What follows belongs to an exercise in optimizing a design on an open flow for small area; a production flow would make more cautious choices.
RTL that was checked went through simulation tests only; none was proved equivalent to the original.
Function not checked in runs 1 and 2: the RTL went through the layout flow alone.
Power and IR drop assume default switching activity.

<file path="flow/config.mk">
export PLATFORM = sky130hd
export DESIGN_NAME = MESI_FSM
export DESIGN_NICKNAME = MESI_FSM
export VERILOG_FILES = /design/flow/design.v
export SDC_FILE = /design/flow/constraint.sdc
export NUM_CORES = 4
export LEC_CHECK = 0
export CAP_MARGIN = 0
export CORE_MARGIN = 2
export CORE_UTILIZATION = 40
export GPL_TIMING_DRIVEN = 0
export SLEW_MARGIN = 0
export SYNTH_HIERARCHICAL = 1
export SYNTH_MINIMUM_KEEP_SIZE = 0
</file>
<file path="flow/constraint.sdc">
create_clock -name core_clock -period 8.0 [get_ports {clk}]
set_input_delay 1.6000 -clock core_clock [delete_from_list [all_inputs] [get_ports {clk}]]
set_output_delay 1.6000 -clock core_clock [all_outputs]
set_load 0.01 [all_outputs]
</file>
<file path="flow/design.v">
module MESI_FSM #(
    parameter Cache_Block_Size = 8,
    parameter host_pid = 2'b00 )(
    input logic clk,
    input logic resetn,
    input logic Core_Op,                     
    output logic PrHlt,
    input logic [3:0] pr_addr,               
    output logic [Cache_Block_Size-1:0] Cache_output,
    input logic [Cache_Block_Size-1:0] Cache_input,
    input logic [(2+3+2+2+Cache_Block_Size)-1:0] bus_in,
    output logic [(2+3+2+2+Cache_Block_Size)-1:0] bus_out,
    input logic flag_in,
    output logic flag_out
    );
    logic [7:0] data [0:3];
    logic [1:0] tagd [0:3];
    logic [1:0] st   [0:3];
    logic [1:0] cnt;           
    logic [2:0] bo_tid;
    logic [3:0] bo_addr;
    logic [7:0] bo_data;
    wire       rn    = resetn;
    wire       op    = Core_Op;
    wire [1:0] ptag  = pr_addr[3:2];
    wire [1:0] pidx  = pr_addr[1:0];
    wire [2:0] tid   = bus_in[14:12];
    wire [1:0] btag  = bus_in[11:10];
    wire [1:0] bidx  = bus_in[9:8];
    wire [7:0] bdata = bus_in[7:0];
    wire [3:0] ps, bs, nps, nbs;
    mesi_dec u_pdec (.a(pidx), .s(ps), .ns(nps));
    mesi_dec u_bdec (.a(bidx), .s(bs), .ns(nbs));
    wire [1:0] sb, sp, tp;
    genvar gi, gj;
    generate for (gj = 0; gj < 2; gj++) begin : g_rd
        mesi_sel4 u_sb (.d0(st[0][gj]),   .d1(st[1][gj]),   .d2(st[2][gj]),   .d3(st[3][gj]),   .ns(nbs), .y(sb[gj]));
        mesi_sel4 u_sp (.d0(st[0][gj]),   .d1(st[1][gj]),   .d2(st[2][gj]),   .d3(st[3][gj]),   .ns(nps), .y(sp[gj]));
        mesi_sel4 u_tp (.d0(tagd[0][gj]), .d1(tagd[1][gj]), .d2(tagd[2][gj]), .d3(tagd[3][gj]), .ns(nps), .y(tp[gj]));
    end endgenerate
    wire       snoop = flag_in & (bus_in[16] | bus_in[15]);
    wire       hitA  = (sb != 2'b00) & (tp == btag);
    wire       A     = snoop & hitA;
    wire       B     = snoop & ~hitA & PrHlt & (tid == 3'd3);
    wire       t0    = (tid == 3'd0);
    wire       t1    = (tid == 3'd1);
    wire       t2    = (tid == 3'd2);
    wire       t01   = ~tid[2] & ~tid[1];
    wire       flush = A & sb[1] & sb[0] & t01;
    wire       same  = (pidx == bidx);
    wire [1:0] sba;
    assign sba[1] = ~t01 & sb[1];
    assign sba[0] = t0 | (~t1 & ~(t2 & ~sb[1]) & sb[0]);
    wire       v1p   = (A & same) ? (sba != 2'b00) : (sp != 2'b00);
    wire       s1p1  = (A & same) ? sba[1] : sp[1];
    wire       eqpb  = (ptag == btag);
    wire       hitP  = B ? eqpb : (v1p & (tp == ptag));
    wire       miss  = ~hitP;
    wire       fill  = miss & cnt[1];
    wire       upgr  = ~B & hitP & op & ~s1p1;
    wire       preq  = miss | upgr;
    wire       pwr   = (hitP & op) | fill;           
    wire       shr   = eqpb & same;
    wire [1:0] wv    = {op | (pwr & ~shr), ~pwr | op | shr};
    wire [1:0] tv    = (B & ~fill) ? btag : ptag;
    wire       WR    = rn & (pwr | B);
    wire       AR    = rn & A;
    wire       pwrR  = rn & pwr;
    wire       BR    = rn & B;
    wire       ones  = rn & ~op & fill;              
    wire [7:0] xval  = op ? Cache_input : bdata;
    wire       co_dp  = ~op & hitP & ~(B & same);
    wire       co_bd  = ~op & B & (hitP ? same : ~fill);
    wire       co_ff  = ~op & fill;
    wire       CD     = rn & co_dp;
    wire       co_sbd = rn & co_bd;
    wire       co_k   = rn & ~(co_dp | co_bd | co_ff);
    wire       co_nff = ~(rn & co_ff);
    wire       BD     = rn & flush & ~preq;
    wire       SPR    = rn & preq;
    wire       bo_k   = rn & ~(preq | flush);
    wire       bo_nff = ~(rn & fill);
    wire [3:0] Lp, tkeep, Ab, Kp, load, keep, one, co_s, bo_s;
    generate for (gi = 0; gi < 4; gi++) begin : g_blk
        mesi_blk u_blk (.rn(rn), .ps(ps[gi]), .bs(bs[gi]), .nps(nps[gi]), .nbs(nbs[gi]),
                        .WR(WR), .AR(AR), .pwrR(pwrR), .BR(BR), .ones(ones), .CD(CD), .BD(BD),
                        .Lp(Lp[gi]), .tkeep(tkeep[gi]), .Ab(Ab[gi]), .Kp(Kp[gi]),
                        .load(load[gi]), .keep(keep[gi]), .one(one[gi]),
                        .co_s(co_s[gi]), .bo_s(bo_s[gi]));
    end endgenerate
    logic [7:0] dnext [0:3];
    logic [1:0] tnext [0:3];
    logic [1:0] snext [0:3];
    wire  [7:0] co_next, bod_next;
    wire  [3:0] boa_next;
    generate for (gi = 0; gi < 4; gi++) begin : g_dp
        for (gj = 0; gj < 8; gj++) begin : g_d
            mesi_a221o u_d (.a1(data[gi][gj]), .a2(keep[gi]), .b1(xval[gj]), .b2(load[gi]), .c1(one[gi]), .x(dnext[gi][gj]));
        end
        for (gj = 0; gj < 2; gj++) begin : g_ts
            mesi_a22o  u_t (.a1(tagd[gi][gj]), .a2(tkeep[gi]), .b1(tv[gj]), .b2(Lp[gi]), .x(tnext[gi][gj]));
            mesi_a222o u_s (.a1(st[gi][gj]), .a2(Kp[gi]), .b1(sba[gj]), .b2(Ab[gi]), .c1(wv[gj]), .c2(Lp[gi]), .x(snext[gi][gj]));
        end
    end endgenerate
    generate for (gj = 0; gj < 8; gj++) begin : g_out
        wire u, v, w, z;
        mesi_a222oi u_cu (.a1(data[0][gj]), .a2(co_s[0]), .b1(data[1][gj]), .b2(co_s[1]), .c1(data[2][gj]), .c2(co_s[2]), .y(u));
        mesi_a222oi u_cv (.a1(data[3][gj]), .a2(co_s[3]), .b1(bdata[gj]), .b2(co_sbd), .c1(Cache_output[gj]), .c2(co_k), .y(v));
        mesi_nand3  u_co (.a(u), .b(v), .c(co_nff), .y(co_next[gj]));
        mesi_a222oi u_bu (.a1(data[0][gj]), .a2(bo_s[0]), .b1(data[1][gj]), .b2(bo_s[1]), .c1(data[2][gj]), .c2(bo_s[2]), .y(w));
        mesi_a22oi  u_bv (.a1(data[3][gj]), .a2(bo_s[3]), .b1(bo_data[gj]), .b2(bo_k), .y(z));
        mesi_nand3  u_bo (.a(w), .b(z), .c(bo_nff), .y(bod_next[gj]));
    end endgenerate
    generate for (gj = 0; gj < 4; gj++) begin : g_boa
        mesi_a222o u_a (.a1(pr_addr[gj]), .a2(SPR), .b1(bus_in[8+gj]), .b2(BD), .c1(bo_addr[gj]), .c2(bo_k), .x(boa_next[gj]));
    end endgenerate
    always_ff @(posedge clk) begin
        for (int i = 0; i < 4; i++) begin
            data[i] <= dnext[i];
            tagd[i] <= tnext[i];
            st[i]   <= snext[i];
        end
        bo_data      <= bod_next;
        bo_addr      <= boa_next;
        Cache_output <= co_next;
        bo_tid[2] <= (rn & fill) | (bo_tid[2] & bo_k);
        bo_tid[1] <= (rn & upgr) | BD | (bo_tid[1] & bo_k);
        bo_tid[0] <= (rn & miss & ~cnt[1] & op) | BD | (bo_tid[0] & bo_k);
        flag_out <= rn & (preq | flush);
        if (!rn)
            cnt <= '0;
        else if (miss)
            cnt <= {~cnt[1] & cnt[0], ~cnt[1] & ~cnt[0]};
        if (!rn)
            PrHlt <= 1'b0;
        else if (miss)
            PrHlt <= ~cnt[1];
        else if (B)
            PrHlt <= 1'b0;
    end
    assign bus_out = {host_pid, bo_tid, bo_addr, bo_data};
endmodule
module mesi_blk (
    input  logic rn, ps, bs, nps, nbs,
    input  logic WR, AR, pwrR, BR, ones, CD, BD,
    output logic Lp, tkeep, Ab, Kp, load, keep, one, co_s, bo_s);
    assign Lp    = ps & WR;                  
    assign tkeep = rn & ~Lp;
    assign Ab    = bs & AR & ~Lp;            
    assign Kp    = rn & ~Lp & ~(bs & AR);
    assign load  = (pwrR & ps) | (BR & bs);  
    assign keep  = rn & ~load;
    assign one   = ones & ps;
    assign co_s  = ps & CD;
    assign bo_s  = bs & BD;
endmodule
module mesi_dec (input logic [1:0] a, output logic [3:0] s, output logic [3:0] ns);
    assign s[0]  = ~a[1] & ~a[0];
    assign s[1]  = ~a[1] &  a[0];
    assign s[2]  =  a[1] & ~a[0];
    assign s[3]  =  a[1] &  a[0];
    assign ns[0] =  a[1] |  a[0];
    assign ns[1] =  a[1] | ~a[0];
    assign ns[2] = ~a[1] |  a[0];
    assign ns[3] = ~a[1] | ~a[0];
endmodule
module mesi_sel4 (input logic d0, d1, d2, d3, input logic [3:0] ns, output logic y);
    wire u, v;
    mesi_o22ai u_u (.a1(d0), .a2(ns[0]), .b1(d1), .b2(ns[1]), .y(u));
    mesi_o22ai u_v (.a1(d2), .a2(ns[2]), .b1(d3), .b2(ns[3]), .y(v));
    mesi_nor2  u_y (.a(u), .b(v), .y(y));
endmodule
module mesi_a221o (input logic a1, a2, b1, b2, c1, output logic x);
    assign x = (a1 & a2) | (b1 & b2) | c1;
endmodule
module mesi_a22o (input logic a1, a2, b1, b2, output logic x);
    assign x = (a1 & a2) | (b1 & b2);
endmodule
module mesi_a222o (input logic a1, a2, b1, b2, c1, c2, output logic x);
    wire y;
    mesi_a222oi u_y (.a1(a1), .a2(a2), .b1(b1), .b2(b2), .c1(c1), .c2(c2), .y(y));
    assign x = ~y;
endmodule
module mesi_a222oi (input logic a1, a2, b1, b2, c1, c2, output logic y);
    assign y = ~((a1 & a2) | (b1 & b2) | (c1 & c2));
endmodule
module mesi_a22oi (input logic a1, a2, b1, b2, output logic y);
    assign y = ~((a1 & a2) | (b1 & b2));
endmodule
module mesi_o22ai (input logic a1, a2, b1, b2, output logic y);
    assign y = ~((a1 | a2) & (b1 | b2));
endmodule
module mesi_nor2 (input logic a, b, output logic y);
    assign y = ~(a | b);
endmodule
module mesi_nand3 (input logic a, b, c, output logic y);
    assign y = ~(a & b & c);
endmodule
</file>
<file path="flow/flow/run.sh">
#!/bin/bash
# The standard ORFS flow (standard.sh, unchanged synthesis) with:
# ABC's buffers removed and every combinational cell downsized after
# floorplan, buf_1 port buffers, and a clock tree of clkbuf_8 without
# dummy loads.
set -euo pipefail
cd "$(dirname "$0")/.."
W=$(pwd)
bash standard.sh \
  REMOVE_ABC_BUFFERS=1 \
  POST_FLOORPLAN_TCL=$W/flow/downsize.tcl \
  BUFFER_PORTS_ARGS="-buffer_cell sky130_fd_sc_hd__buf_1" \
  CTS_ARGS="-sink_clustering_enable -repair_clock_nets -dont_use_dummy_load -buf_list sky130_fd_sc_hd__clkbuf_8 -sink_clustering_size 20" \
  finish > flow_standard.log 2>&1
</file>
<file path="flow/flow/downsize.tcl">
# Swap every combinational cell for the smallest cell of the same function
# (same name up to the drive-strength suffix). Later repair steps fix any
# slew, capacitance or timing this breaks.
set db [ord::get_db]
set block [[$db getChip] getBlock]
set dont_use [split $::env(DONT_USE_CELLS)]
set n 0
foreach inst [$block getInsts] {
  set m [$inst getMaster]
  set name [$m getName]
  if { ![regexp {^(sky130_fd_sc_hd__[a-z0-9]+)_([0-9]+)$} $name -> base sz] } { continue }
  if { [regexp {df|dl|tap|fill|decap|conb|clk|probe|lpflow|diode} $base] } { continue }
  set best $m
  foreach s {0 1 2 4 6 8 12 16} {
    set c [$db findMaster ${base}_$s]
    if { $c eq "NULL" || $c eq "" } { continue }
    if { [lsearch -exact $dont_use ${base}_$s] >= 0 } { continue }
    if { [$c getWidth] < [$best getWidth] } { set best $c }
  }
  if { $best ne $m } {
    replace_cell [$inst getName] [$best getName]
    incr n
  }
}
puts "downsize: replaced $n cells"
</file>
<file path="flow/standard.sh">
#!/bin/bash
# synth_recipe.tcl (not shown) runs the flow's synth.tcl, then flattens the netlist and writes it again
# the make line also repeats each setting of config.mk as NAME=value (left out here)
make -C /OpenROAD-flow-scripts/flow DESIGN_CONFIG=/design/flow/config.mk WORK_HOME=/design/flow/orfs CLKGATE_MAP_FILE= SYNTH_SCRIPT=/design/flow/synth_recipe.tcl "${@:-finish}"
</file>
==> summary.txt, run 1 <==
Timing
  – Final Cycle Share: 77.4%
  – Worst-margin pin slew: 1.19 ns
  – RSZ-0062 raised after global routing: no
  – Fmax: 162 MHz
  – Setup tns final: 0 ns
  – Worst Skew: 0.0275 ns
  – Final Hold Viols: 0
  – Tmin final: 6.19 ns
  – Final setup violation count: 0
  – Max Slew Vio Count: 0
  – Rel. slew slack: 20.2%

Final layout
  – Antenna cells: 0
  – Nets: 467
  – Post-route cell area: 0.00402 sq mm
  – Synthesis-to-layout area growth: 8.63%
  – Share of cells above drive strength 1: 4.63%

Global route
  – Vias in the first global route: 3464
  – Total GRT Usage: 23.0%
  – Pin count of the biggest net entering global routing: 18
  – First-pass GRT wire length: 17900 um
  – Initial antenna violation count: 0
  – Total grt overflow: 0

Floorplan
  – Die W: 100 um
  – Initial Util: 40.6%
  – Core area: 0.00911 sq mm
  – Core Rows: 35
  – Total die area: 0.0100 sq mm
  – I/O pin cnt: 60
  – Die Ht: 100 um

Place
  – IO buf count: 57
  – Area post-placement: 0.00389 sq mm
  – RD Place Congestion: 0.841
  – Dpl hpwl: 8000 um

Critical path
  – Crit path from: pr_addr[1]
  – Startpoint Class: input port
  – RR Startpoint: tagd[0][0]$_DFF_P_
  – Critical path type: in -> reg
  – CP Capture Point: data[3][1]$_DFF_P_
  – RR Endpoint: data[3][1]$_DFF_P_
  – Critical Path Sink Type: register
  – Critical Path AT: 6.47 ns
  – Reg2reg path depth: 11
  – Worst EP required: 8.28 ns
  – Maximum fanout along the worst path: 10
  – Flop2flop setup slack: 3.33 ns

Yosys
  – Synth top cells by count: dfxtp_1 (75), a222oi_1 (36), a221o_1 (32), nor2_1 (26), nand3_1 (21)
  – Sequential share of the synthesized area: 40.6%
  – Post-synth ARST share: 0%
  – Syn Std Cell Area: 0.00370 sq mm
  – Yosys top cell area share: 40.6%
  – Synth Instances: 372
  – Ys flop type: dfxtp_1
  – #FFs+latches synth: 75
  – Mapped Avg Cell Area: 9.94 sq um
  – YS warnings: 16
  – Synth area leader: dfxtp_1
  – Synth unique cells: 49
  – Top-count cell post-synth: dfxtp_1
  – EDFF count, synth: 0
  – Largest cells by area after synthesis: dfxtp_1 (41%), a222oi_1 (9.7%), a221o_1 (8.7%), mux2_2 (3.0%), and2_2 (2.8%)

Clock tree
  – TritonCTS clock tree: built
  – Clock Path Buffers: 2
  – CTS Root Cell: clkbuf_8
  – Number of buffers created by CTS: 9
  – H-tree depth: 3
  – CTS hold repair buffers: 0
  – Worst skew pair latency: 0.35 ns
  – Setup Fix Bufs, Post-CTS: 0
  – CTS sink count: 75
  – Post-CTS sizing: 0
  – Worst-path clk slew: 0.06 ns

Power and ir drop
  – NetSw: 0.222 mW
  – Gate power share: 17.2%
  – VDD IR max: 0.0000868 V
  – Total internal power: 0.551 mW
  – Sequential Power Share: 54.4%
  – Power Density: 192 mW/mm^2
  – Switching share of power: 28.7%
  – Leak: 1.57 nW
  – Clk pwr share: 28.5%

Route
  – WL final: 11200 um
  – DRC viols: 0
  – DR vias: 3480
  – WL per Instance: 20.6 um
  – DR vias/cell: 6.41
  – ANT nets after route: 0
  – Drt pass-1 iters: 8
  – 1st-iter DRT viols: 287

Run status
  – Status: no timing/DRC/antenna violations

Worst hold path
  – Hold Crit Class: reg -> reg

Run
  – Max Cap Viol: 0
## layout by cell type (no fill, tap or decap), drive strengths merged, types with 4 or more instances in the layout
cell type,instances
nand2b,6
a222oi,36
a22oi,8
nand3,21
mux2,10
o22ai,12
nand2,12
and2,24
o21ai,5
nor2b,7
xor2,4
a221o,32
clkbuf,9
inv,20
o21a,5
a22o,12
nor3,6
xnor2,4
dfxtp,75
buf,57
or2,5
a21boi,4
mux2i,4
nor2,30
## worst max-delay path, stage by stage
cell      delay [ns]
buf_1           0.20
or2_1           0.33
o22ai_1         0.25
nor2_1          0.12
xor2_1          0.21
o311ai_0        0.76
nor2_1          0.25
nor3_1          0.96
mux2i_1         0.28
nor2_1          0.12
a22o_1          0.42
nor2_1          0.68
a221o_1         0.28
## cell families (layout without fill, tap and decap cells)
| kind of cell | Yosys count | after routing | share of synthesized area, % |
|---|---|---|---|
| AO/OA/AOI/OAI | 127 | 127 | 31.7 |
| XOR/XNOR | 8 | 8 | 1.90 |
| buffers and inverters | 28 | 87 | 3.28 |
| flip-flops | 75 | 75 | 40.6 |
| multiplexers | 14 | 14 | 4.13 |
| other | 1 | 2 | 0.101 |
| AND/OR/NAND/NOR | 119 | 119 | 18.3 |
## sequential cells by signal, indices dropped and copies added, names as in the netlist
signal / count
cnt: 2
flag_out: 1
bo_data: 8
data: 32
st: 8
bo_addr: 4
Cache_output: 8
PrHlt: 1
bo_tid: 3
tagd: 8
## how the worst min path moves through the flow
stage,from,endpoint,slack (ns),cells past startpoint
6_report,bo_tid[2]$_DFF_P_,bo_tid[2]$_DFF_P_,0.47,2
5_1_grt,bo_tid[2]$_DFF_P_,bo_tid[2]$_DFF_P_,0.50,2
4_1_cts,bo_tid[2]$_DFF_P_,bo_tid[2]$_DFF_P_,0.49,2
3_5_place_dp,bo_addr[3]$_DFF_P_,bo_addr[3]$_DFF_P_,0.47,2
3_3_place_gp,bo_tid[2]$_DFF_P_,bo_tid[2]$_DFF_P_,0.46,2
2_1_floorplan,tagd[1][0]$_DFF_P_,tagd[1][0]$_DFF_P_,0.46,1
## Yosys stat by module (local to each module, per instance), a selection
module	cells inside	copies in the design
MESI_FSM	182	1
mesi_a221o	1	32
mesi_a222o	1	12
mesi_a222oi	1	36
mesi_a22o	1	8
mesi_a22oi	1	8
mesi_blk	11	4
mesi_nand3	1	16
mesi_nor2	1	6
## through the flow
step / worst slack [ns] / hold slack, ns / power [mW] / utilization [%] / instances
2_1_floorplan: 3.03 / 0.456 / 0.515 / - / 366
3_3_place_gp: 1.60 / 0.457 / 0.556 / 42.7 / 534
3_5_place_dp: 1.54 / 0.471 / 0.559 / 42.7 / 534
4_1_cts: 1.92 / 0.487 / 0.781 / 44.1 / 543
5_1_grt: 1.49 / 0.501 / 0.812 / 44.1 / 543
6_report: 1.81 / 0.474 / 0.773 / 44.1 / 543
## cell type report
type                    count  area [sq um]
clock buffers               9           124
fillers                   926          5090
inverters                  21          78.8
multi-input cells         270          1960
flip-flops and latches     75          1500
well taps                 111           139
repair buffers             57           214
## layer usage
layer  up-vias  wire, um  share of wire (%)  global-route usage (%)
met4         0       272                2.4                    9.59
li1       1628         -                  -                       -
met3        25       886                7.9                    5.71
met2       193      5330                 48                    37.5
met5         -         0                  0                       0
met1      1634      4700                 42                    29.1
## power by group through the flow
stage,Combinational (mW),Clock [mW],Sequential (mW)
2_1_floorplan,0.0869,0,0.429
3_3_place_gp,0.129,0,0.427
3_5_place_dp,0.131,0,0.428
4_1_cts,0.132,0.230,0.419
5_1_grt,0.146,0.243,0.423
6_report,0.133,0.220,0.420
==> run 2: changes to the inputs <==
--- a/flow/flow/run.sh
+++ b/flow/flow/run.sh
@@ -10,5 +10,5 @@
   REMOVE_ABC_BUFFERS=1 \
   POST_FLOORPLAN_TCL=$W/flow/downsize.tcl \
   BUFFER_PORTS_ARGS="-buffer_cell sky130_fd_sc_hd__buf_1" \
-  CTS_ARGS="-sink_clustering_enable -repair_clock_nets -dont_use_dummy_load -buf_list sky130_fd_sc_hd__clkbuf_8 -sink_clustering_size 20" \
+  CTS_ARGS="-sink_clustering_enable -repair_clock_nets -dont_use_dummy_load -buf_list sky130_fd_sc_hd__clkbuf_16 -sink_clustering_size 40 -sink_clustering_max_diameter 200" \
   finish > flow_standard.log 2>&1
==> run 2 against run 1 <==
Net effect:
- via count fell by 0.11%
- critical path type unchanged
- first-iteration DRC count increased by 3.1%
- clock skew down 0.010 ns
- clock power up 52%
- worst setup slack worse by 0.0098 ns
- highest routed layer unchanged
==> summary.txt, run 2 <==
Run status
  – Status: no timing/DRC/antenna violations

Yosys
  – Mux contribution to synthesized area: 4.13%
  – Complex-gate fraction of the synthesized area: 31.7%
  – Sequential share of the synthesized area: 40.6%
  – Synth top cells by count: dfxtp_1 (75), a222oi_1 (36), a221o_1 (32), nor2_1 (26), nand3_1 (21)
  – Mapped Avg Cell Area: 9.94 sq um
  – Synth Instances: 372
  – Synth area leader: dfxtp_1
  – Ys flop type: dfxtp_1
  – Main combinational cell family by area after synthesis: compound AO/OA/AOI/OAI gates
  – Largest cells by area after synthesis: dfxtp_1 (41%), a222oi_1 (9.7%), a221o_1 (8.7%), mux2_2 (3.0%), and2_2 (2.8%)
  – Post-synth ARST share: 0%
  – Top-count cell post-synth: dfxtp_1
  – YS warnings: 16
  – #FFs+latches synth: 75
  – Syn Std Cell Area: 0.00370 sq mm
  – Simple-gate area share of the yosys netlist: 18.3%
  – Synth Area in Adders: 0%
  – Synth Area in XOR/XNOR: 1.90%
  – Synth unique cells: 49
  – Yosys top cell area share: 40.6%
  – EDFF count, synth: 0

Worst hold path
  – Hold wc startpoint: bo_tid[2]$_DFF_P_
  – Hold Crit Class: reg -> reg

Critical path
  – Critical path type: in -> reg
  – Crit path from: pr_addr[1]
  – CP bufs+invs: 1
  – Startpoint Class: input port
  – Most used cell, CP: nor2_1
  – Critical path's largest stage delay: 0.98 ns
  – RR Startpoint: st[2][0]$_DFF_P_
  – Worst EP required: 8.27 ns
  – CP max stage cell: nor3_1
  – Critical Path Sink Type: register
  – Flop2flop setup slack: 3.31 ns
  – Critical Path AT: 6.47 ns
  – Top delay family on crit path: simple AND/OR/NAND/NOR gates
  – CP Cell Sequence: buf_1 > or2_1 > o22ai_1 > nor2_1 > xor2_1 > o311ai_0 > nor2_1 > nor3_1 > mux2i_1 > nor2_1 > a22o_1 > nor2_1 > a221o_1
  – Maximum fanout along the worst path: 10

Clock tree
  – Worst skew pair latency: 0.33 ns
  – CTS sink count: 75
  – CTS hold repair buffers: 0
  – TritonCTS clock tree: built
  – Worst-path clk slew: 0.05 ns
  – Post-CTS sizing: 0
  – Clock Path Buffers: 2
  – Setup Fix Bufs, Post-CTS: 0
  – Number of buffers created by CTS: 9
  – CTS Root Cell: clkbuf_16
  – H-tree depth: 3

Final layout
  – Biggest register: data
  – Number of fill cells: 906
  – Synthesis-to-layout area growth: 11.4%
  – Largest register FFs: 32
  – Antenna cells: 0
  – Share of cells above drive strength 1: 4.63%
  – Nets: 467
  – Commonest non-fill, non-tap cell in the layout: dfxtp_1
  – Commonest cells after routing, fill and taps aside: dfxtp_1 (75), buf_1 (57), a222oi_1 (36)

Timing
  – RSZ-0062 raised after global routing: no
  – Rel. slew slack: 18.4%
  – Worst-margin pin slew: 1.21 ns
  – Hold WS: 0.472 ns
  – Final setup violation count: 0
  – Final Cycle Share: 77.5%
  – Max Slew Vio Count: 0
  – Tmin final: 6.20 ns
  – Setup tns final: 0 ns
  – Fmax: 161 MHz
  – Worst Skew: 0.0174 ns
  – Final Hold Viols: 0

Floorplan
  – Core area: 0.00911 sq mm
  – Core Rows: 35
  – I/O pin cnt: 60
  – Die Ht: 100 um
  – Total die area: 0.0100 sq mm
  – Die W: 100 um
  – Initial Util: 40.6%

Route
  – WL final: 11200 um
  – 1st-iter DRT viols: 296
  – DR vias: 3476
  – DRC viols: 0
  – ANT nets after route: 0
  – DR vias/cell: 6.40
  – Drt pass-1 iters: 8
  – WL per Instance: 20.6 um

Power and ir drop
  – VDD IR max: 0.000105 V
  – Power Density: 215 mW/mm^2
  – Leak: 1.61 nW

Global route
  – GRT busiest layer: met2
  – Initial antenna violation count: 0
  – Grt met2 use: 37.8%
  – Total grt overflow: 0
  – Global-route track usage on met3: 5.08%
  – GRT met1 Usage: 29.4%
  – First-pass GRT wire length: 18000 um
  – Vias in the first global route: 3460
  – Total GRT Usage: 23.3%
  – Pin count of the biggest net entering global routing: 18

Place
  – RD Place Congestion: 0.841
  – IO buf count: 57
  – Dpl hpwl: 8000 um

Run
  – Max Cap Viol: 0
==> run 2: cell counts after synthesis <==
No cell type changed its count.
==> run 2: kinds of logic after synthesis <==
logic type,Yosys count
flip-flops,75
XOR/XNOR,8
other,1
AO/OA/AOI/OAI,127
multiplexers,14
buffers and inverters,28
AND/OR/NAND/NOR,119
==> run 2: per-module statistics from Yosys, one instance, submodules excluded, a selection <==
module	cell area, sq um	cells	flip-flops and latches	times used
mesi_a222oi	10.0	1	0	36
mesi_nor2	3.75	1	0	6
mesi_blk	73.8	11	0	4
mesi_a22oi	12.5	1	0	8
mesi_a221o	10.0	1	0	32
MESI_FSM	2230	182	75	1
mesi_nand3	5.00	1	0	16
mesi_o22ai	6.26	1	0	12
mesi_dec	46.3	8	0	2
mesi_a222o	3.75	1	0	12
mesi_a22o	8.76	1	0	8
==> run 2: final timing paths <==
kind	endpoint	cells after the start
min	bo_tid[2]$_DFF_P_	2
max reg2reg	data[3][1]$_DFF_P_	11
min reg2reg	bo_tid[2]$_DFF_P_	2
max	data[3][1]$_DFF_P_	13
==> run 2: power by group <==
| part | switching (mW) | leakage [nW] | total [mW] | internal (mW) |
|---|---|---|---|---|
| registers | 0.0200 | 0.610 | 0.421 | 0.401 |
| clock network | 0.137 | 0.111 | 0.334 | 0.197 |
| logic | 0.0824 | 0.894 | 0.133 | 0.0503 |
| total | 0.239 | 1.61 | 0.887 | 0.648 |
==> run 2: metrics by stage <==
stage / setup WS, ns / std cells / power (mW) / instance area (sq um) / util, %
floorplan: 3.03 / 366 / 0.515 / 3660 / -
global placement: 1.60 / 534 / 0.556 / 3890 / 42.7
detailed placement: 1.54 / 534 / 0.559 / 3890 / 42.7
CTS: 1.86 / 543 / 0.891 / 4120 / 45.2
global route: 1.36 / 543 / 0.922 / 4120 / 45.2
finish: 1.80 / 543 / 0.887 / 4120 / 45.2
==> run 2: cell type report <==
type / instances / area [sq um] / area share [%]
flip-flops and latches: 75 / 1500 / 36.5
clock buffers: 9 / 225 / 5.47
inverters: 21 / 78.8 / 1.91
multi-input cells: 270 / 1960 / 47.6
repair buffers: 57 / 214 / 5.20
well taps: 111 / 139 / 3.37
==> run 2: worst register-to-register path, delay by kind of cell, from the launching register on <==
kind / cells / cell delay, ns
simple gates: 6 / 2.41
compound gates: 4 / 1.57
flops: 1 / 0.37
mux: 1 / 0.28
==> run 2: layer usage <==
| metal | share of wire [%] | routed length [um] |
|---|---|---|
| met1 | 42 | 4710 |
| met2 | 47 | 5230 |
| met3 | 8.3 | 922 |
| met4 | 2.7 | 297 |
| met5 | 0 | 0 |
==> run 3: changes to the inputs <==
==> flow/design.v (replaced) <==
module MESI_FSM #(
    parameter Cache_Block_Size = 8,
    parameter host_pid = 2'b00 )(
    input logic clk,
    input logic resetn,
    input logic Core_Op,                     
    output logic PrHlt,
    input logic [3:0] pr_addr,               
    output logic [Cache_Block_Size-1:0] Cache_output,
    input logic [Cache_Block_Size-1:0] Cache_input,
    input logic [(2+3+2+2+Cache_Block_Size)-1:0] bus_in,
    output logic [(2+3+2+2+Cache_Block_Size)-1:0] bus_out,
    input logic flag_in,
    output logic flag_out
    );
    logic [7:0] data [0:3];
    logic [1:0] tagd [0:3];
    logic [1:0] st   [0:3];
    logic [1:0] cnt;           
    logic [2:0] bo_tid;
    logic [3:0] bo_addr;
    logic [7:0] bo_data;
    wire       op    = Core_Op;
    wire [1:0] ptag  = pr_addr[3:2];
    wire [1:0] pidx  = pr_addr[1:0];
    wire [2:0] tid   = bus_in[14:12];
    wire [1:0] btag  = bus_in[11:10];
    wire [1:0] bidx  = bus_in[9:8];
    wire [7:0] bdata = bus_in[7:0];
    wire       snoop = flag_in & (bus_in[16] | bus_in[15]);
    wire [1:0] sb    = st[bidx];
    wire [1:0] tp    = tagd[pidx];
    wire [1:0] sp    = st[pidx];
    wire       hitA  = (sb != 2'b00) & (tp == btag);
    wire       A     = snoop & hitA;
    wire       B     = snoop & ~hitA & PrHlt & (tid == 3'd3);
    wire       t0    = (tid == 3'd0);
    wire       t1    = (tid == 3'd1);
    wire       t2    = (tid == 3'd2);
    wire       flush = A & (sb == 2'b11) & (t0 | t1);
    wire [1:0] sb_a  = t0 ? 2'b01 : (t1 | (t2 & (sb == 2'b01))) ? 2'b00 : sb;
    wire       same  = (pidx == bidx);
    wire [1:0] t1p   = B ? btag : tp;
    wire [1:0] s1p   = B ? {op, 1'b1} : (A & same) ? sb_a : sp;
    wire       hitP  = (s1p != 2'b00) & (t1p == ptag);
    wire       miss  = ~hitP;
    wire       fill  = miss & (cnt == 2'd2);
    wire       upgr  = hitP & op & (s1p == 2'b01);
    wire       preq  = miss | upgr;
    wire       pwr   = (hitP & op) | fill;           
    wire [7:0] pval  = op ? Cache_input : 8'hFF;
    wire [7:0] bval  = op ? Cache_input : bdata;
    wire [1:0] sfill = op ? 2'b11 : ((ptag == btag) & same) ? 2'b01 : 2'b10;
    wire [7:0] dp    = data[pidx];
    wire [7:0] db    = data[bidx];
    always_ff @(posedge clk) begin
        if (!resetn) begin
            for (int i = 0; i < 4; i++) begin
                data[i] <= '0;
                tagd[i] <= '0;
                st[i]   <= '0;
            end
            cnt          <= '0;
            PrHlt        <= 1'b0;
            flag_out     <= 1'b0;
            Cache_output <= '0;
            bo_tid       <= '0;
            bo_addr      <= '0;
            bo_data      <= '0;
        end else begin
            for (int i = 0; i < 4; i++) begin
                if (pwr && pidx == i)
                    data[i] <= pval;
                else if (B && bidx == i)
                    data[i] <= bval;
                if (fill && pidx == i)
                    tagd[i] <= ptag;
                else if (B && pidx == i)
                    tagd[i] <= btag;
                if (hitP && op && pidx == i)
                    st[i] <= 2'b11;
                else if (fill && pidx == i)
                    st[i] <= sfill;
                else if (B && pidx == i)
                    st[i] <= {op, 1'b1};
                else if (A && bidx == i)
                    st[i] <= sb_a;
            end
            if (miss)
                cnt <= fill ? 2'd0 : cnt + 2'd1;
            if (miss)
                PrHlt <= ~fill;
            else if (B)
                PrHlt <= 1'b0;
            flag_out <= preq | flush;
            if (!op) begin
                if (hitP)
                    Cache_output <= (B & same) ? bdata : dp;
                else if (fill)
                    Cache_output <= 8'hFF;
                else if (B)
                    Cache_output <= bdata;
            end
            if (preq) begin
                bo_tid  <= fill ? 3'd4 : upgr ? 3'd2 : {2'b00, op};
                bo_addr <= pr_addr;
                bo_data <= fill ? 8'hFF : 8'h00;
            end else if (flush) begin
                bo_tid  <= 3'd3;
                bo_addr <= bus_in[11:8];
                bo_data <= db;
            end
        end
    end
    assign bus_out = {host_pid, bo_tid, bo_addr, bo_data};
endmodule
==> flow/run.sh (new file) <==
#!/bin/bash
# synth_recipe.tcl (not shown) runs the flow's synth.tcl, then flattens the netlist and writes it again
# the make line also repeats each setting of config.mk as NAME=value (left out here)
make -C /OpenROAD-flow-scripts/flow DESIGN_CONFIG=/design/flow/config.mk WORK_HOME=/design/flow/orfs CLKGATE_MAP_FILE= SYNTH_SCRIPT=/design/flow/synth_recipe.tcl finish
==> flow/config.mk (replaced) <==
export PLATFORM = sky130hd
export DESIGN_NAME = MESI_FSM
export DESIGN_NICKNAME = MESI_FSM
export VERILOG_FILES = /design/flow/design.v
export SDC_FILE = /design/flow/constraint.sdc
export NUM_CORES = 4
export LEC_CHECK = 0
export CAP_MARGIN = 20
export CORE_MARGIN = 2
export CORE_UTILIZATION = 40
export SLEW_MARGIN = 20
removed: flow/flow/run.sh
removed: flow/flow/downsize.tcl
removed: flow/standard.sh
==> run 3 against run 2 <==
Net effect:
- core utilization rose by 4.1 points
- hold slack lost 0.015 ns
- power is 3.9% lower
- fmax is 17% higher
- combinational power up 26%
- final cell count rose by 20%
- sequential share of layout area fell by 7.1 points
- register-to-register slack improved by 1.3 ns
==> summary.txt, run 3 <==
Yosys
  – Synth Instances: 467
  – Sequential share of the synthesized area: 35.1%
  – Mapped Avg Cell Area: 9.16 sq um
  – Syn Std Cell Area: 0.00428 sq mm
  – Post-synth ARST share: 0%
  – Synth top cells by count: dfxtp_1 (75), a21oi_1 (52), nor2_1 (52), o2bb2ai_1 (32), nand2_1 (24)
  – Synth unique cells: 59
  – Yosys top cell area share: 35.1%
  – #FFs+latches synth: 75
  – Largest cells by area after synthesis: dfxtp_1 (35%), mux4_2 (12%), o2bb2ai_1 (6.5%), a21oi_1 (6.1%), nor2_1 (4.6%)
  – Synth area leader: dfxtp_1
  – EDFF count, synth: 0
  – Ys flop type: dfxtp_1
  – YS warnings: 4
  – Top-count cell post-synth: dfxtp_1

Timing
  – Worst Skew: 0.0140 ns
  – Final worst slack: 2.71 ns
  – Worst-margin pin slew: 0.976 ns
  – Max Slew Vio Count: 0
  – Rel. slew slack: 34.7%
  – Tmin final: 5.29 ns
  – Setup tns final: 0 ns
  – Final Cycle Share: 66.1%
  – Final Hold Viols: 0
  – RSZ-0062 raised after global routing: no
  – Final setup violation count: 0
  – Fmax: 189 MHz

Critical path
  – Startpoint Class: input port
  – Critical path type: in -> reg
  – CP max stage cell: clkdlybuf4s50_1
  – Critical Path AT: 5.52 ns
  – Critical Path Sink Type: register
  – CP Cell Sequence: clkdlybuf4s50_1 > mux4_2 > o311a_1 > o21a_1 > o311ai_2 > buf_4 > mux2i_1 > and2_1 > nor3_4 > o2bb2ai_1
  – Maximum fanout along the worst path: 17
  – Critical path's largest stage delay: 1.11 ns
  – Worst EP required: 8.24 ns

Power and ir drop
  – Power Density: 167 mW/mm^2
  – Leak: 1.76 nW
  – VDD IR max: 0.0000632 V

Run status
  – Status: no timing/DRC/antenna violations

Clock tree
  – TritonCTS clock tree: built
  – Number of buffers created by CTS: 9
  – Setup Fix Bufs, Post-CTS: 0
  – Post-CTS sizing: 0
  – Worst skew pair latency: 0.37 ns
  – CTS hold repair buffers: 0
  – CTS Root Cell: clkbuf_8
  – H-tree depth: 3
  – Worst-path clk slew: 0.08 ns
  – CTS sink count: 75
  – Clock Path Buffers: 2

Worst hold path
  – Hold Crit Class: reg -> reg

Global route
  – Pin count of the biggest net entering global routing: 29
  – Vias in the first global route: 3747
  – Total GRT Usage: 23.8%
  – First-pass GRT wire length: 20700 um
  – Initial antenna violation count: 0
  – Total grt overflow: 0

Final layout
  – Commonest non-fill, non-tap cell in the layout: dfxtp_1
  – Antenna cells: 0
  – Synthesis-to-layout area growth: 19.4%
  – Area of the multi-input gates: 0.00261 sq mm
  – Share of cells above drive strength 1: 14.0%
  – Largest register FFs: 32
  – Biggest register: data
  – Nets: 544
  – Register area: 0.00150 sq mm
  – Number of fill cells: 1006
  – Post-layout util: 49.3%
  – Commonest cells after routing, fill and taps aside: dfxtp_1 (75), clkdlybuf4s50_1 (57), a21oi_1 (52)
  – Post-route cell area: 0.00511 sq mm

Route
  – DR vias: 3967
  – Drt pass-1 iters: 8
  – WL final: 13400 um
  – 1st-iter DRT viols: 336
  – ANT nets after route: 0
  – DR vias/cell: 6.08
  – DRC viols: 0
  – WL per Instance: 20.5 um

Floorplan
  – Core area: 0.0104 sq mm
  – Core Rows: 37
  – Die W: 107 um
  – Initial Util: 41.3%
  – I/O pin cnt: 60
  – Die Ht: 107 um
  – Total die area: 0.0115 sq mm

Place
  – Worst slack, placed: 2.41 ns
  – IO buf count: 57
  – Area post-placement: 0.00492 sq mm
  – Dpl hpwl: 9530 um
  – RD Place Congestion: 0.895

Run
  – Max Cap Viol: 0
[run 3: cell types whose count changed after synthesis, sizes merged, moves of 11 or more]
cell,change
a21oi,+49
nand3,-20
and2,-13
nand2,+13
inv,-16
o2bb2ai,+32
nor2,+22
a22o,-11
mux4,+22
a222oi,-36
clkbuf,+18
a221o,-32
o21ai,+17
[run 3: metal layers]
metal / GRT usage, % / wire [um] / vias up / part of all wire (%)
li1: - / - / 1859 / -
met3: 5.93 / 1250 / 20 / 9.4
met1: 34.4 / 6090 / 1904 / 46
met4: 7.33 / 261 / 0 / 2.0
met2: 34.9 / 5770 / 184 / 43
met5: 0 / 0 / - / 0
[run 3: through the flow]
step,cells,total power [mW],hold WS (ns)
after floorplan,468,0.511,0.443
after global placement,636,0.575,0.434
after detailed placement,636,0.576,0.445
after CTS,652,0.856,0.461
after global routing,652,0.891,0.476
final,652,0.852,0.457
[run 3: path summary, 6_finish.rpt]
check	slack, ns	end	cells after the start	from
max	2.71	data[2][5]$_SDFFE_PN0P_	10	bus_in[9]
min	0.46	bo_tid[2]$_SDFFE_PN0P_	2	bo_tid[2]$_SDFFE_PN0P_
max reg2reg	4.62	data[2][5]$_SDFFE_PN0P_	9	tagd[3][0]$_SDFFE_PN0P_
min reg2reg	0.46	bo_tid[2]$_SDFFE_PN0P_	2	bo_tid[2]$_SDFFE_PN0P_
[run 3: worst max-delay path, delay by kind of cell]
kind	cells	cell delay, ns
AO/OA/AOI/OAI	4	1.03
AND/OR/NAND/NOR	2	0.64
multiplexers	2	0.87
buffers and inverters	2	1.37
[run 3: area by class of cell]
class,instances,area share [%]
well taps,136,3.33
inverters,4,0.294
repair buffers,65,12.3
multi-input cells,356,51.0
clock buffers,9,2.42
clock inverters,7,1.20
flip-flops and latches,75,29.4
[run 3: kinds of logic after synthesis]
kind of cell	synth area share [%]
other cells	0.0876
xor+xnor	2.05
flops	35.1
compound gates	25.9
simple gates	17.8
mux	14.6
buf+inv	4.36
[run 3: power by group]
group	total [mW]	internal (mW)	switching (mW)
combinational	0.167	0.0734	0.0941
clock	0.282	0.118	0.164
sequential	0.402	0.391	0.0117
total	0.852	0.583	0.270

==> separate check: timing with driven ports <==
In the flow no input, the clock included, has a driving cell. The finished layouts below were timed again as built, in two steps.
Step 1: set_driving_cell puts a clkbuf_16 on clk and a buf_2 on each other input, an assumption about the parent block.
Step 2 times the ports against the registers' clock, not the clock port: input delays grow and output delays shrink by t, the midpoint of the rising clock arrivals with the driver on.
a / b / c = ideal ports / drivers / drivers and shift; a / b = the first two.
run | t, ns | slack for setup (ns) | clock arrival spread, ns
run 1 | 0.365 | 1.812 / 1.822 / 1.457 | 0.027 / 0.028
run 2 | 0.361 | 1.802 / 1.817 / 1.455 | 0.017 / 0.017
run 3 | 0.394 | 2.714 / 2.726 / 2.332 | 0.014 / 0.014
After both steps every run listed still meets setup and hold. The setup slack of run 3, which loses most, moves by +0.012 ns with the drivers and by -0.382 ns with both steps.
